Context: an optimization exercise on an open-source flow, tuned for small area. The choices shown serve that exercise and are no tape-out recipe. Function was checked by simulation only, so behaviour that the tests miss may differ from the original.

==> inputs of 05-25 <==
## matching_cost
module matching_cost
#(
	parameter  MAXDISPARITY = 64 ,
	parameter  MATCHINGCOSTBITWID = 6 ,
	parameter  INPUTDATAWID = 63,
	parameter  OUTPUTDATAWID = 385
  )
(
	input wire                      clk ,
	input wire                      en ,
	input wire[INPUTDATAWID-1:0]    leftCTstream ,
	input wire[INPUTDATAWID-1:0]    rightCTstream ,
	output wire[OUTPUTDATAWID-1:0]  MatchingCost ,
	input  wire                     rst_n
);
reg [61:0] r [0:62];       
reg [62:0] l [0:6];        
reg [6:0]  cnt;              
integer i;
always @(posedge clk)
if (en) begin
	r[0] <= rightCTstream[61:0];
	for (i = 1; i < 63; i = i + 1)
		r[i] <= r[i-1];
	l[0] <= leftCTstream;
	for (i = 1; i < 7; i = i + 1)
		l[i] <= l[i-1];
end
always @(posedge clk)
if (!rst_n)
	cnt <= 7'd0;
else if (en && cnt != 7'd71)
	cnt <= cnt + 7'd1;
reg [OUTPUTDATAWID-1:0] out;     
always @(posedge clk)
if (en)
	out[OUTPUTDATAWID-1] <= (cnt >= 7'd7) & l[6][62];
assign MatchingCost[OUTPUTDATAWID-1] = out[OUTPUTDATAWID-1];
wire [8:0] hi_gt, hi_eq;
wire [7:0] lo_ge;
genvar g;
generate
for (g = 0; g < 9; g = g + 1) begin : pre_hi
	assign hi_gt[g] = (cnt[6:3] > g);
	assign hi_eq[g] = (cnt[6:3] == g);
end
for (g = 0; g < 8; g = g + 1) begin : pre_lo
	assign lo_ge[g] = (cnt[2:0] >= g);
end
for (g = 0; g < 63; g = g + 1) begin : sel
	wire valid = hi_gt[(8+g)/8] | (hi_eq[(8+g)/8] & lo_ge[(8+g)%8]);
	assign MatchingCost[6*g+5:6*g] = valid ? out[6*g+5:6*g] : out[383:378];
end
endgenerate
assign MatchingCost[383:378] = out[383:378];
reg vlast;
always @(posedge clk)
if (!rst_n)
	vlast <= 1'b0;
else if (en && cnt >= 7'd62)
	vlast <= 1'b1;
wire [61:0] rlast = r[62] & {62{vlast}};
wire [5:0] pc0;
matching_cost_pc62 u_pc0 (.x(l[6][61:0] ^ r[6]), .y(pc0));
always @(posedge clk)
if (en)
	out[5:0] <= pc0;
wire [5:0] pc1;
matching_cost_pc62 u_pc1 (.x(l[6][61:0] ^ r[7]), .y(pc1));
always @(posedge clk)
if (en)
	out[11:6] <= pc1;
wire [5:0] pc2;
matching_cost_pc62 u_pc2 (.x(l[6][61:0] ^ r[8]), .y(pc2));
always @(posedge clk)
if (en)
	out[17:12] <= pc2;
wire [5:0] pc3;
matching_cost_pc62 u_pc3 (.x(l[6][61:0] ^ r[9]), .y(pc3));
always @(posedge clk)
  ...
export LEC_CHECK = 0
export CAP_MARGIN = 20
export CORE_MARGIN = 2
export CORE_UTILIZATION = 70
export PLACE_DENSITY = 0.8
export SLEW_MARGIN = 20
create_clock -name core_clock -period 6.67 [get_ports {clk}]
standard.sh (not shown) runs the stock make flow with config.mk's settings and CLKGATE_MAP_FILE= SYNTH_SCRIPT=/design/flow/synth_recipe.tcl, a recipe that flattens the netlist after the stock synthesis.
==> flow/flow/run.sh <==
#!/bin/bash
# Own layout flow: the standard flow (standard.sh) with these changes:
#  - after the standard synthesis (run unchanged), flow/polarity_fix.py removes
#    inverters between full adders (a full adder fed with complemented inputs
#    gives complemented outputs, so each full adder is used in the polarity that
#    needs the fewest inverters); flow/simcheck.py then compares the netlist
#    before and after on random vectors (every register input and output port),
#    and the unmodified netlist is kept if they differ. Registers are untouched.
#  - the ports are buffered with sky130_fd_sc_hd__buf_1 (one buffer per port, as
#    in the standard flow) instead of the cell buffer_ports picks by default;
#  - CTS runs with the sink clustering settings below and without dummy loads;
#  - detailed routing gets more antenna repair iterations.
# Every tool's output goes to its own log: ORFS's per-step logs under orfs/logs/,
# make's output in make_synth.log and make.log, the netlist pass in polarity.log.
set -euo pipefail
export BUFFER_PORTS_ARGS="-buffer_cell sky130_fd_sc_hd__buf_1"
export CTS_ARGS="-sink_clustering_enable -repair_clock_nets -sink_clustering_size 24 -sink_clustering_max_diameter 80 -dont_use_dummy_load"
export MAX_REPAIR_ANTENNAS_ITER_DRT=12
bash standard.sh synth > make_synth.log 2>&1
R=orfs/results/${FLOW_PLATFORM:-sky130hd}/matching_cost/base
cp "$R/1_2_yosys.v" standard_synth.v
if python3 flow/polarity_fix.py "$R/1_2_yosys.v" > polarity.log 2>&1 &&
   python3 flow/simcheck.py standard_synth.v "$R/1_2_yosys.v" 20 >> polarity.log 2>&1; then
  echo "netlist pass applied" >> polarity.log
else
  echo "netlist pass not applied" >> polarity.log
  cp standard_synth.v "$R/1_2_yosys.v"
fi
rm -f "$R/1_synth.odb" "$R/1_synth.sdc"
bash standard.sh > make.log 2>&1
Other scripts of this flow, unchanged in this note and not shown: flow/flow/polarity_fix.py, flow/flow/simcheck.py
==> 08-22 (differences from 05-25) <==
--- a/flow/flow/run.sh
+++ b/flow/flow/run.sh
@@ -16,3 +16,3 @@
 export BUFFER_PORTS_ARGS="-buffer_cell sky130_fd_sc_hd__buf_1"
-export CTS_ARGS="-sink_clustering_enable -repair_clock_nets -sink_clustering_size 24 -sink_clustering_max_diameter 80 -dont_use_dummy_load"
+export CTS_ARGS="-sink_clustering_enable -repair_clock_nets -sink_clustering_size 26 -sink_clustering_max_diameter 90 -dont_use_dummy_load"
 export MAX_REPAIR_ANTENNAS_ITER_DRT=12
Settings changed: CORE_UTILIZATION 70 to 75, PLACE_DENSITY 0.8 to 0.85.
==> comparison table <==
| item | 05-25 | 08-22 |
|---|---|---|
| Data required time of the worst path | 7.37 ns | 7.52 ns |
| GR Layer Usage met2 | 0.6511 | 0.6880 |
| Core ar. | 373000 µm² | 349200 µm² |
| Gp weighted congestion | 1.057 | 1.051 |
| Diodes inserted | 120 | 136 |
| Maximum clock skew at final layout | 0.1110 ns | 0.1343 ns |
| Slew at the pin closest to its max-slew limit | 1.275 ns | 1.286 ns |
| Data arrival time of the worst path | 7.09 ns | 7.19 ns |
| Met2 Routed Length | 367800 µm | 364000 µm |
| GRT met1 Usage | 0.5442 | 0.5813 |
| Initial core utilization | 0.7044 | 0.7525 |
| Status | finished clean | finished clean |
| Dpl cells | 18950 | 18520 |
| Source of the critical timing path | l[6][39] | r[62][29] |
| Reg-to-Reg End | out[202] | res63[0][4] |
| DIE HEIGHT | 616.7 µm | 595.9 µm |
| Total buffers and inverters traversed by the critical path | 1 | 0 |


==> run Y: inputs <==
Another version of the RTL of matching_cost (not shown whole).
clock: 6.67 ns
lec_check: 0
cap_margin: 20
core_margin: 2
core_utilization: 40
cts_cluster_diameter: 80
cts_cluster_size: 25
slew_margin: 20
==> flow/flow/run.sh <==
#!/bin/bash
# Own layout flow: the standard flow (standard.sh: synthesis, floorplan,
# placement, CTS, routing, finish) with two changes:
#  - the ports are buffered with sky130_fd_sc_hd__buf_1 (one buffer per port, as
#    in the standard flow) instead of the cell buffer_ports picks by default;
#  - CTS runs with the arguments below (sink clustering settings).
# Every tool's output goes to its own log under orfs/logs/ (ORFS's per-step logs);
# make's own output goes to make.log in the work folder.
set -euo pipefail
export BUFFER_PORTS_ARGS="-buffer_cell sky130_fd_sc_hd__buf_1"
bash standard.sh > make.log 2>&1
==> inputs of run M, as changes to run Y <==
--- a/flow/flow/run.sh
+++ b/flow/flow/run.sh
@@ -8,4 +8,5 @@
 # make's own output goes to make.log in the work folder.
 set -euo pipefail
 export BUFFER_PORTS_ARGS="-buffer_cell sky130_fd_sc_hd__buf_1"
+export CTS_ARGS="-sink_clustering_enable -repair_clock_nets -sink_clustering_size 25 -sink_clustering_max_diameter 80 -dont_use_dummy_load"
 bash standard.sh > make.log 2>&1
- CORE_UTILIZATION: 40 -> 60
- CTS_CLUSTER_DIAMETER: 80 -> not set
- CTS_CLUSTER_SIZE: 25 -> not set
- PLACE_DENSITY: not set -> 0.72
==> run summary <==
* Run status: finished clean
* R2R Setup Slk at roughly 0.36 ns
* Core Rows at 298
* Core area at 0.6592 sq mm
* Worst EP arrival at 7.04 ns
-- figures above: run Y

==> run summary <==
* Yosys synthesis warning count at 19
* Core Rows at around 240
* Worst EP arrival at 7.05 ns
* Run status: finished clean
* R2R Setup Slk at 0.33 ns
-- figures above: run M



==> juniper <==
Starting RTL as in the previous note.
clock: 6.67 ns
lec_check: 0
cap_margin: 20
core_margin: 2
core_utilization: 70
place_density: 0.8
slew_margin: 20
==> flow/flow/run.sh <==
#!/bin/bash
# Own layout flow: the standard flow (standard.sh) with these changes:
#  - after the standard synthesis (run unchanged), flow/polarity_fix.py removes
#    inverters between full adders (a full adder fed with complemented inputs
#    gives complemented outputs, so each full adder is used in the polarity that
#    needs the fewest inverters); flow/simcheck.py then compares the netlist
#    before and after on random vectors (every register input and output port),
#    and the unmodified netlist is kept if they differ. Registers are untouched.
#  - the ports are buffered with sky130_fd_sc_hd__buf_1 (one buffer per port, as
#    in the standard flow) instead of the cell buffer_ports picks by default;
#  - CTS runs with the sink clustering settings below and without dummy loads;
#  - detailed routing gets more antenna repair iterations.
# Every tool's output goes to its own log: ORFS's per-step logs under orfs/logs/,
# make's output in make_synth.log and make.log, the netlist pass in polarity.log.
set -euo pipefail
export BUFFER_PORTS_ARGS="-buffer_cell sky130_fd_sc_hd__buf_1"
export CTS_ARGS="-sink_clustering_enable -repair_clock_nets -sink_clustering_size 25 -sink_clustering_max_diameter 80 -dont_use_dummy_load"
export MAX_REPAIR_ANTENNAS_ITER_DRT=12
bash standard.sh synth > make_synth.log 2>&1
R=orfs/results/${FLOW_PLATFORM:-sky130hd}/matching_cost/base
cp "$R/1_2_yosys.v" standard_synth.v
if python3 flow/polarity_fix.py "$R/1_2_yosys.v" > polarity.log 2>&1 &&
   python3 flow/simcheck.py standard_synth.v "$R/1_2_yosys.v" 20 >> polarity.log 2>&1; then
  echo "netlist pass applied" >> polarity.log
else
  echo "netlist pass not applied" >> polarity.log
  cp standard_synth.v "$R/1_2_yosys.v"
fi
rm -f "$R/1_synth.odb" "$R/1_synth.sdc"
bash standard.sh > make.log 2>&1
Other scripts of this flow, unchanged in this note and not shown: flow/flow/polarity_fix.py, flow/flow/simcheck.py
==> onyx (differences from juniper) <==
--- a/flow/design.v
+++ b/flow/design.v
@@ -113,133 +113,16 @@
   wire s109, c110;
   assign {c110, s109} = c100 + c102 + s107;
   wire s111, c112;
   assign {c112, s111} = c104 + s109 + c106;
   wire s113, c114;
   assign {c114, s113} = c108 + c110 + c112;
   assign y = ~{c114, s113, s111, s105, s91, s61};
 endmodule
-module matching_cost_pc62p (input wire [61:0] x, output wire [5:0] y);
-  wire s1, c2;
-  assign {c2, s1} = x[0] + x[10];
-  wire s3, c4;
-  assign {c4, s3} = x[11] + x[12] + x[13];
-  wire s5, c6;
-  assign {c6, s5} = x[14] + x[15] + x[16];
-  wire s7, c8;
-  assign {c8, s7} = x[17] + x[18] + x[19];
-  wire s9, c10;
-  assign {c10, s9} = x[1] + x[20] + x[21];
-  wire s11, c12;
-  assign {c12, s11} = x[22] + x[23] + x[24];
-  wire s13, c14;
-  assign {c14, s13} = x[25] + x[26] + x[27];
-  wire s15, c16;
-  assign {c16, s15} = x[28] + x[29] + x[2];
-  wire s17, c18;
-  assign {c18, s17} = x[30] + x[31] + x[32];
-  wire s19, c20;
-  assign {c20, s19} = x[33] + x[34] + x[35];
-  wire s21, c22;
-  assign {c22, s21} = x[36] + x[37] + x[38];
-  wire s23, c24;
-  assign {c24, s23} = x[39] + x[3] + x[40];
-  wire s25, c26;
-  assign {c26, s25} = x[41] + x[42] + x[43];
-  wire s27, c28;
-  assign {c28, s27} = x[44] + x[45] + x[46];
-  wire s29, c30;
-  assign {c30, s29} = x[47] + x[48] + x[49];
-  wire s31, c32;
-  assign {c32, s31} = x[4] + x[50] + x[51];
-  wire s33, c34;
-  assign {c34, s33} = x[52] + x[53] + x[54];
-  wire s35, c36;
-  assign {c36, s35} = x[55] + x[56] + x[57];
-  wire s37, c38;
-  assign {c38, s37} = x[58] + x[59] + x[5];
-  wire s39, c40;
-  assign {c40, s39} = x[60] + x[61] + x[6];
-  wire s41, c42;
-  assign {c42, s41} = x[7] + x[8] + x[9];
-  wire s43, c44;
-  assign {c44, s43} = s1 + s11 + s13;
-  wire s45, c46;
-  assign {c46, s45} = s15 + s17 + s19;
-  wire s47, c48;
-  assign {c48, s47} = s21 + s23 + s25;
-  wire s49, c50;
-  assign {c50, s49} = s27 + s29 + s3;
-  wire s51, c52;
-  assign {c52, s51} = s31 + s33 + s35;
-  wire s53, c54;
-  assign {c54, s53} = s37 + s39 + s41;
-  wire s55, c56;
-  assign {c56, s55} = s5 + s7 + s9;
-  wire s57, c58;
-  assign {c58, s57} = s43 + s45 + s47;
-  wire s59, c60;
-  assign {c60, s59} = s49 + s51 + s53;
-  wire s61, c62;
-  assign {c62, s61} = s55 + s57 + s59;
-  wire s63, c64;
-  assign {c64, s63} = c2 + c10 + c12;
-  wire s65, c66;
-  assign {c66, s65} = c14 + c16 + c18;
-  wire s67, c68;
-  assign {c68, s67} = c20 + c22 + c24;
-  wire s69, c70;
-  assign {c70, s69} = c26 + c28 + c30;
-  wire s71, c72;
-  assign {c72, s71} = c32 + c34 + c36;
-  wire s73, c74;
-  assign {c74, s73} = c38 + c4 + c40;
-  wire s75, c76;
-  assign {c76, s75} = c42 + c6 + c8;
-  wire s77, c78;
-  assign {c78, s77} = c44 + c46 + c48;
-  wire s79, c80;
-  assign {c80, s79} = c50 + c52 + c54;
-  wire s81, c82;
-  assign {c82, s81} = c56 + s63 + s65;
-  wire s83, c84;
-  assign {c84, s83} = s67 + s69 + s71;
-  wire s85, c86;
-  assign {c86, s85} = s73 + s75 + c58;
-  wire s87, c88;
-  assign {c88, s87} = c60 + s77 + s79;
-  wire s89, c90;
-  assign {c90, s89} = s81 + s83 + c62;
-  wire s91, c92;
-  assign {c92, s91} = s85 + s87 + s89;
-  wire s93, c94;
-  assign {c94, s93} = c64 + c66 + c68;
-  wire s95, c96;
-  assign {c96, s95} = c70 + c72 + c74;
-  wire s97, c98;
-  assign {c98, s97} = c76 + c78 + c80;
-  wire s99, c100;
-  assign {c100, s99} = c82 + c84 + s93;
-  wire s101, c102;
-  assign {c102, s101} = s95 + c86 + c88;
-  wire s103, c104;
-  assign {c104, s103} = s97 + s99 + c90;
-  wire s105, c106;
-  assign {c106, s105} = s101 + c92 + s103;
-  wire s107, c108;
-  assign {c108, s107} = c94 + c96 + c98;
-  wire s109, c110;
-  assign {c110, s109} = c100 + c102 + s107;
-  wire s111, c112;
-  assign {c112, s111} = c104 + s109 + c106;
-  wire s113, c114;
-  assign {c114, s113} = c108 + c110 + c112;
-  assign y = {c114, s113, s111, s105, s91, s61};
-endmodule
 module matching_cost
 #(
 	parameter  MAXDISPARITY = 64 ,
 	parameter  MATCHINGCOSTBITWID = 6 ,
 	parameter  INPUTDATAWID = 63,
 	parameter  OUTPUTDATAWID = 385
   )
 (
@@ -263,43 +146,45 @@
 	for (i = 1; i < 7; i = i + 1)
 		l[i] <= l[i-1];
 end
 always @(posedge clk)
 if (!rst_n)
 	cnt <= 7'd0;
 else if (en && cnt != 7'd71)
 	cnt <= cnt + 7'd1;
-wire        lvalid = (cnt >= 7'd7);      
-wire [5:0]  pcl;
-matching_cost_pc62p u_pcl (.x(l[6][61:0]), .y(pcl));
 reg [OUTPUTDATAWID-1:0] out;     
-reg [5:0]  pcl0;                 
 always @(posedge clk)
-if (en) begin
-	out[OUTPUTDATAWID-1] <= lvalid & l[6][62];
-	pcl0 <= lvalid ? pcl : 6'd0;
-end
+if (en)
+	out[OUTPUTDATAWID-1] <= (cnt >= 7'd7) & l[6][62];
 assign MatchingCost[OUTPUTDATAWID-1] = out[OUTPUTDATAWID-1];
 wire [8:0] hi_gt, hi_eq;
 wire [7:0] lo_ge;
 genvar g;
 generate
 for (g = 0; g < 9; g = g + 1) begin : pre_hi
 	assign hi_gt[g] = (cnt[6:3] > g);
 	assign hi_eq[g] = (cnt[6:3] == g);
 end
 for (g = 0; g < 8; g = g + 1) begin : pre_lo
 	assign lo_ge[g] = (cnt[2:0] >= g);
 end
-for (g = 0; g < MAXDISPARITY; g = g + 1) begin : sel
+for (g = 0; g < 63; g = g + 1) begin : sel
 	wire valid = hi_gt[(8+g)/8] | (hi_eq[(8+g)/8] & lo_ge[(8+g)%8]);
-	assign MatchingCost[6*g+5:6*g] = valid ? out[6*g+5:6*g] : pcl0;
+	assign MatchingCost[6*g+5:6*g] = valid ? out[6*g+5:6*g] : out[383:378];
 end
 endgenerate
+assign MatchingCost[383:378] = out[383:378];
+reg vlast;
+always @(posedge clk)
+if (!rst_n)
+	vlast <= 1'b0;
+else if (en && cnt >= 7'd62)
+	vlast <= 1'b1;
+wire [61:0] rlast = r[62] & {62{vlast}};
 wire [5:0] pc0;
 matching_cost_pc62 u_pc0 (.x(l[6][61:0] ^ r[6]), .y(pc0));
 always @(posedge clk)
 if (en)
 	out[5:0] <= pc0;
 wire [5:0] pc1;
 matching_cost_pc62 u_pc1 (.x(l[6][61:0] ^ r[7]), .y(pc1));
 always @(posedge clk)
@@ -651,21 +536,25 @@
 	res62[3] <= res62[2];
 	res62[4] <= res62[3];
 	res62[5] <= res62[4];
 end
 always @(posedge clk)
 if (en)
 	out[377:372] <= res62[5];
 wire [5:0] pc63;
-matching_cost_pc62 u_pc63 (.x(leftCTstream[61:0] ^ r[62]), .y(pc63));
+matching_cost_pc62 u_pc63 (.x(leftCTstream[61:0] ^ rlast), .y(pc63));
 reg [5:0] res63 [0:6];
 always @(posedge clk)
-if (en) begin
+if (!rst_n)
+	res63[0] <= 6'd0;
+else if (en)
 	res63[0] <= pc63;
+always @(posedge clk)
+if (en) begin
 	res63[1] <= res63[0];
 	res63[2] <= res63[1];
 	res63[3] <= res63[2];
 	res63[4] <= res63[3];
 	res63[5] <= res63[4];
 	res63[6] <= res63[5];
 end
 always @(posedge clk)
--- a/flow/flow/run.sh
+++ b/flow/flow/run.sh
@@ -9,17 +9,17 @@
 #  - the ports are buffered with sky130_fd_sc_hd__buf_1 (one buffer per port, as
 #    in the standard flow) instead of the cell buffer_ports picks by default;
 #  - CTS runs with the sink clustering settings below and without dummy loads;
 #  - detailed routing gets more antenna repair iterations.
 # Every tool's output goes to its own log: ORFS's per-step logs under orfs/logs/,
 # make's output in make_synth.log and make.log, the netlist pass in polarity.log.
 set -euo pipefail
 export BUFFER_PORTS_ARGS="-buffer_cell sky130_fd_sc_hd__buf_1"
-export CTS_ARGS="-sink_clustering_enable -repair_clock_nets -sink_clustering_size 25 -sink_clustering_max_diameter 80 -dont_use_dummy_load"
+export CTS_ARGS="-sink_clustering_enable -repair_clock_nets -sink_clustering_size 24 -sink_clustering_max_diameter 80 -dont_use_dummy_load"
 export MAX_REPAIR_ANTENNAS_ITER_DRT=12
 bash standard.sh synth > make_synth.log 2>&1
 R=orfs/results/${FLOW_PLATFORM:-sky130hd}/matching_cost/base
 cp "$R/1_2_yosys.v" standard_synth.v
 if python3 flow/polarity_fix.py "$R/1_2_yosys.v" > polarity.log 2>&1 &&
    python3 flow/simcheck.py standard_synth.v "$R/1_2_yosys.v" 20 >> polarity.log 2>&1; then
   echo "netlist pass applied" >> polarity.log
 else
Settings changed: CAP_MARGIN 20 to 10, CORE_UTILIZATION 70 to 75, PLACE_DENSITY 0.8 to 0.85, SLEW_MARGIN 20 to 10.
==> garnet (differences from juniper) <==
--- a/flow/design.v
+++ b/flow/design.v
@@ -113,133 +113,16 @@
   wire s109, c110;
   assign {c110, s109} = c100 + c102 + s107;
   wire s111, c112;
   assign {c112, s111} = c104 + s109 + c106;
   wire s113, c114;
   assign {c114, s113} = c108 + c110 + c112;
   assign y = ~{c114, s113, s111, s105, s91, s61};
 endmodule
-module matching_cost_pc62p (input wire [61:0] x, output wire [5:0] y);
-  wire s1, c2;
-  assign {c2, s1} = x[0] + x[10];
-  wire s3, c4;
-  assign {c4, s3} = x[11] + x[12] + x[13];
-  wire s5, c6;
-  assign {c6, s5} = x[14] + x[15] + x[16];
-  wire s7, c8;
-  assign {c8, s7} = x[17] + x[18] + x[19];
-  wire s9, c10;
-  assign {c10, s9} = x[1] + x[20] + x[21];
-  wire s11, c12;
-  assign {c12, s11} = x[22] + x[23] + x[24];
-  wire s13, c14;
-  assign {c14, s13} = x[25] + x[26] + x[27];
-  wire s15, c16;
-  assign {c16, s15} = x[28] + x[29] + x[2];
-  wire s17, c18;
-  assign {c18, s17} = x[30] + x[31] + x[32];
-  wire s19, c20;
-  assign {c20, s19} = x[33] + x[34] + x[35];
-  wire s21, c22;
-  assign {c22, s21} = x[36] + x[37] + x[38];
-  wire s23, c24;
-  assign {c24, s23} = x[39] + x[3] + x[40];
-  wire s25, c26;
-  assign {c26, s25} = x[41] + x[42] + x[43];
-  wire s27, c28;
-  assign {c28, s27} = x[44] + x[45] + x[46];
-  wire s29, c30;
-  assign {c30, s29} = x[47] + x[48] + x[49];
-  wire s31, c32;
-  assign {c32, s31} = x[4] + x[50] + x[51];
-  wire s33, c34;
-  assign {c34, s33} = x[52] + x[53] + x[54];
-  wire s35, c36;
-  assign {c36, s35} = x[55] + x[56] + x[57];
-  wire s37, c38;
-  assign {c38, s37} = x[58] + x[59] + x[5];
-  wire s39, c40;
-  assign {c40, s39} = x[60] + x[61] + x[6];
-  wire s41, c42;
-  assign {c42, s41} = x[7] + x[8] + x[9];
-  wire s43, c44;
-  assign {c44, s43} = s1 + s11 + s13;
-  wire s45, c46;
-  assign {c46, s45} = s15 + s17 + s19;
-  wire s47, c48;
-  assign {c48, s47} = s21 + s23 + s25;
-  wire s49, c50;
-  assign {c50, s49} = s27 + s29 + s3;
-  wire s51, c52;
-  assign {c52, s51} = s31 + s33 + s35;
-  wire s53, c54;
-  assign {c54, s53} = s37 + s39 + s41;
-  wire s55, c56;
-  assign {c56, s55} = s5 + s7 + s9;
-  wire s57, c58;
-  assign {c58, s57} = s43 + s45 + s47;
-  wire s59, c60;
-  assign {c60, s59} = s49 + s51 + s53;
-  wire s61, c62;
-  assign {c62, s61} = s55 + s57 + s59;
-  wire s63, c64;
-  assign {c64, s63} = c2 + c10 + c12;
-  wire s65, c66;
-  assign {c66, s65} = c14 + c16 + c18;
-  wire s67, c68;
-  assign {c68, s67} = c20 + c22 + c24;
-  wire s69, c70;
-  assign {c70, s69} = c26 + c28 + c30;
-  wire s71, c72;
-  assign {c72, s71} = c32 + c34 + c36;
-  wire s73, c74;
-  assign {c74, s73} = c38 + c4 + c40;
-  wire s75, c76;
-  assign {c76, s75} = c42 + c6 + c8;
-  wire s77, c78;
-  assign {c78, s77} = c44 + c46 + c48;
-  wire s79, c80;
-  assign {c80, s79} = c50 + c52 + c54;
-  wire s81, c82;
-  assign {c82, s81} = c56 + s63 + s65;
-  wire s83, c84;
-  assign {c84, s83} = s67 + s69 + s71;
-  wire s85, c86;
-  assign {c86, s85} = s73 + s75 + c58;
-  wire s87, c88;
-  assign {c88, s87} = c60 + s77 + s79;
-  wire s89, c90;
-  assign {c90, s89} = s81 + s83 + c62;
-  wire s91, c92;
-  assign {c92, s91} = s85 + s87 + s89;
-  wire s93, c94;
-  assign {c94, s93} = c64 + c66 + c68;
-  wire s95, c96;
-  assign {c96, s95} = c70 + c72 + c74;
-  wire s97, c98;
-  assign {c98, s97} = c76 + c78 + c80;
-  wire s99, c100;
-  assign {c100, s99} = c82 + c84 + s93;
-  wire s101, c102;
-  assign {c102, s101} = s95 + c86 + c88;
-  wire s103, c104;
-  assign {c104, s103} = s97 + s99 + c90;
-  wire s105, c106;
-  assign {c106, s105} = s101 + c92 + s103;
-  wire s107, c108;
-  assign {c108, s107} = c94 + c96 + c98;
-  wire s109, c110;
-  assign {c110, s109} = c100 + c102 + s107;
-  wire s111, c112;
-  assign {c112, s111} = c104 + s109 + c106;
-  wire s113, c114;
-  assign {c114, s113} = c108 + c110 + c112;
-  assign y = {c114, s113, s111, s105, s91, s61};
-endmodule
 module matching_cost
 #(
 	parameter  MAXDISPARITY = 64 ,
 	parameter  MATCHINGCOSTBITWID = 6 ,
 	parameter  INPUTDATAWID = 63,
 	parameter  OUTPUTDATAWID = 385
   )
 (
@@ -263,43 +146,45 @@
 	for (i = 1; i < 7; i = i + 1)
 		l[i] <= l[i-1];
 end
 always @(posedge clk)
 if (!rst_n)
 	cnt <= 7'd0;
 else if (en && cnt != 7'd71)
 	cnt <= cnt + 7'd1;
-wire        lvalid = (cnt >= 7'd7);      
-wire [5:0]  pcl;
-matching_cost_pc62p u_pcl (.x(l[6][61:0]), .y(pcl));
 reg [OUTPUTDATAWID-1:0] out;     
-reg [5:0]  pcl0;                 
 always @(posedge clk)
-if (en) begin
-	out[OUTPUTDATAWID-1] <= lvalid & l[6][62];
-	pcl0 <= lvalid ? pcl : 6'd0;
-end
+if (en)
+	out[OUTPUTDATAWID-1] <= (cnt >= 7'd7) & l[6][62];
 assign MatchingCost[OUTPUTDATAWID-1] = out[OUTPUTDATAWID-1];
 wire [8:0] hi_gt, hi_eq;
 wire [7:0] lo_ge;
 genvar g;
 generate
 for (g = 0; g < 9; g = g + 1) begin : pre_hi
 	assign hi_gt[g] = (cnt[6:3] > g);
 	assign hi_eq[g] = (cnt[6:3] == g);
 end
 for (g = 0; g < 8; g = g + 1) begin : pre_lo
 	assign lo_ge[g] = (cnt[2:0] >= g);
 end
-for (g = 0; g < MAXDISPARITY; g = g + 1) begin : sel
+for (g = 0; g < 63; g = g + 1) begin : sel
 	wire valid = hi_gt[(8+g)/8] | (hi_eq[(8+g)/8] & lo_ge[(8+g)%8]);
-	assign MatchingCost[6*g+5:6*g] = valid ? out[6*g+5:6*g] : pcl0;
+	assign MatchingCost[6*g+5:6*g] = valid ? out[6*g+5:6*g] : out[383:378];
 end
 endgenerate
+assign MatchingCost[383:378] = out[383:378];
+reg vlast;
+always @(posedge clk)
+if (!rst_n)
+	vlast <= 1'b0;
+else if (en && cnt >= 7'd62)
+	vlast <= 1'b1;
+wire [61:0] rlast = r[62] & {62{vlast}};
 wire [5:0] pc0;
 matching_cost_pc62 u_pc0 (.x(l[6][61:0] ^ r[6]), .y(pc0));
 always @(posedge clk)
 if (en)
 	out[5:0] <= pc0;
 wire [5:0] pc1;
 matching_cost_pc62 u_pc1 (.x(l[6][61:0] ^ r[7]), .y(pc1));
 always @(posedge clk)
@@ -651,21 +536,25 @@
 	res62[3] <= res62[2];
 	res62[4] <= res62[3];
 	res62[5] <= res62[4];
 end
 always @(posedge clk)
 if (en)
 	out[377:372] <= res62[5];
 wire [5:0] pc63;
-matching_cost_pc62 u_pc63 (.x(leftCTstream[61:0] ^ r[62]), .y(pc63));
+matching_cost_pc62 u_pc63 (.x(leftCTstream[61:0] ^ rlast), .y(pc63));
 reg [5:0] res63 [0:6];
 always @(posedge clk)
-if (en) begin
+if (!rst_n)
+	res63[0] <= 6'd0;
+else if (en)
 	res63[0] <= pc63;
+always @(posedge clk)
+if (en) begin
 	res63[1] <= res63[0];
 	res63[2] <= res63[1];
 	res63[3] <= res63[2];
 	res63[4] <= res63[3];
 	res63[5] <= res63[4];
 	res63[6] <= res63[5];
 end
 always @(posedge clk)
--- a/flow/flow/run.sh
+++ b/flow/flow/run.sh
@@ -9,17 +9,17 @@
 #  - the ports are buffered with sky130_fd_sc_hd__buf_1 (one buffer per port, as
 #    in the standard flow) instead of the cell buffer_ports picks by default;
 #  - CTS runs with the sink clustering settings below and without dummy loads;
 #  - detailed routing gets more antenna repair iterations.
 # Every tool's output goes to its own log: ORFS's per-step logs under orfs/logs/,
 # make's output in make_synth.log and make.log, the netlist pass in polarity.log.
 set -euo pipefail
 export BUFFER_PORTS_ARGS="-buffer_cell sky130_fd_sc_hd__buf_1"
-export CTS_ARGS="-sink_clustering_enable -repair_clock_nets -sink_clustering_size 25 -sink_clustering_max_diameter 80 -dont_use_dummy_load"
+export CTS_ARGS="-sink_clustering_enable -repair_clock_nets -sink_clustering_size 24 -sink_clustering_max_diameter 85 -dont_use_dummy_load"
 export MAX_REPAIR_ANTENNAS_ITER_DRT=12
 bash standard.sh synth > make_synth.log 2>&1
 R=orfs/results/${FLOW_PLATFORM:-sky130hd}/matching_cost/base
 cp "$R/1_2_yosys.v" standard_synth.v
 if python3 flow/polarity_fix.py "$R/1_2_yosys.v" > polarity.log 2>&1 &&
    python3 flow/simcheck.py standard_synth.v "$R/1_2_yosys.v" 20 >> polarity.log 2>&1; then
   echo "netlist pass applied" >> polarity.log
 else
Settings changed: CORE_UTILIZATION 70 to 72, PLACE_DENSITY 0.8 to 0.82.
==> run summary <==
juniper produced a clean layout. garnet finished clean. onyx finished clean. The highest via count belongs to onyx, the lowest to garnet. The highest first-iteration DRC count belongs to onyx, the lowest to garnet. Against onyx, the global-route usage of garnet is lower by 2.6 points. Area after synthesis: juniper is higher than garnet (about 0.5%). Of garnet and juniper, juniper has the higher cell area (gap about 0.6%, measured against juniper). Cell count, lowest first: onyx, garnet, juniper.

==> static timing again, ports no longer ideal <==
Ports are ideal in the flow. The routed layouts listed here were re-timed in OpenROAD. Step 1 (the two cells are an assumption about what drives the block):
set clk [get_ports {clk}]
set_driving_cell -lib_cell sky130_fd_sc_hd__clkbuf_16 $clk
set_driving_cell -lib_cell sky130_fd_sc_hd__buf_2 [delete_from_list [all_inputs] $clk]
Step 2 moves the port delays by t, midway between the first and last clock arrival at a register: inputs arrive t later, outputs are due t later. That takes back most of the time a late clock gives input paths. Slacks: ideal ports / drivers / drivers and shift; pairs: ideal ports / drivers.
run | t (ns) | setup slack, ns | worst setup path at the end | clock arrival spread, ns | worst register clock-pin slew, ns
05-25 | 1.134 | 0.283 / 0.283 / -0.006 | input to register | 0.115 / 0.115 | 0.11 / 0.11
08-22 | 1.116 | 0.336 / 0.325 / -0.236 | input to register | 0.140 / 0.139 | 0.12 / 0.12
run Y | 1.151 | 0.361 / 0.361 / 0.219 | input to register | 0.081 / 0.081 | 0.11 / 0.11
run M | 1.075 | 0.325 / 0.325 / 0.325 | register to register | 0.071 / 0.072 | 0.11 / 0.11
juniper | 1.118 | 0.051 / 0.051 / 0.051 | register to register | 0.114 / 0.115 | 0.11 / 0.11
onyx | 1.137 | 0.191 / 0.191 / -0.255 | input to register | 0.123 / 0.122 | 0.11 / 0.11
garnet | 1.125 | 0.348 / 0.348 / -0.119 | input to register | 0.117 / 0.117 | 0.11 / 0.11
With both steps, setup timing fails in 05-25, 08-22, onyx and garnet, where it was met with ideal ports. The setup slack of 08-22, which loses most, moves by -0.011 ns with the drivers and by -0.572 ns with both steps.
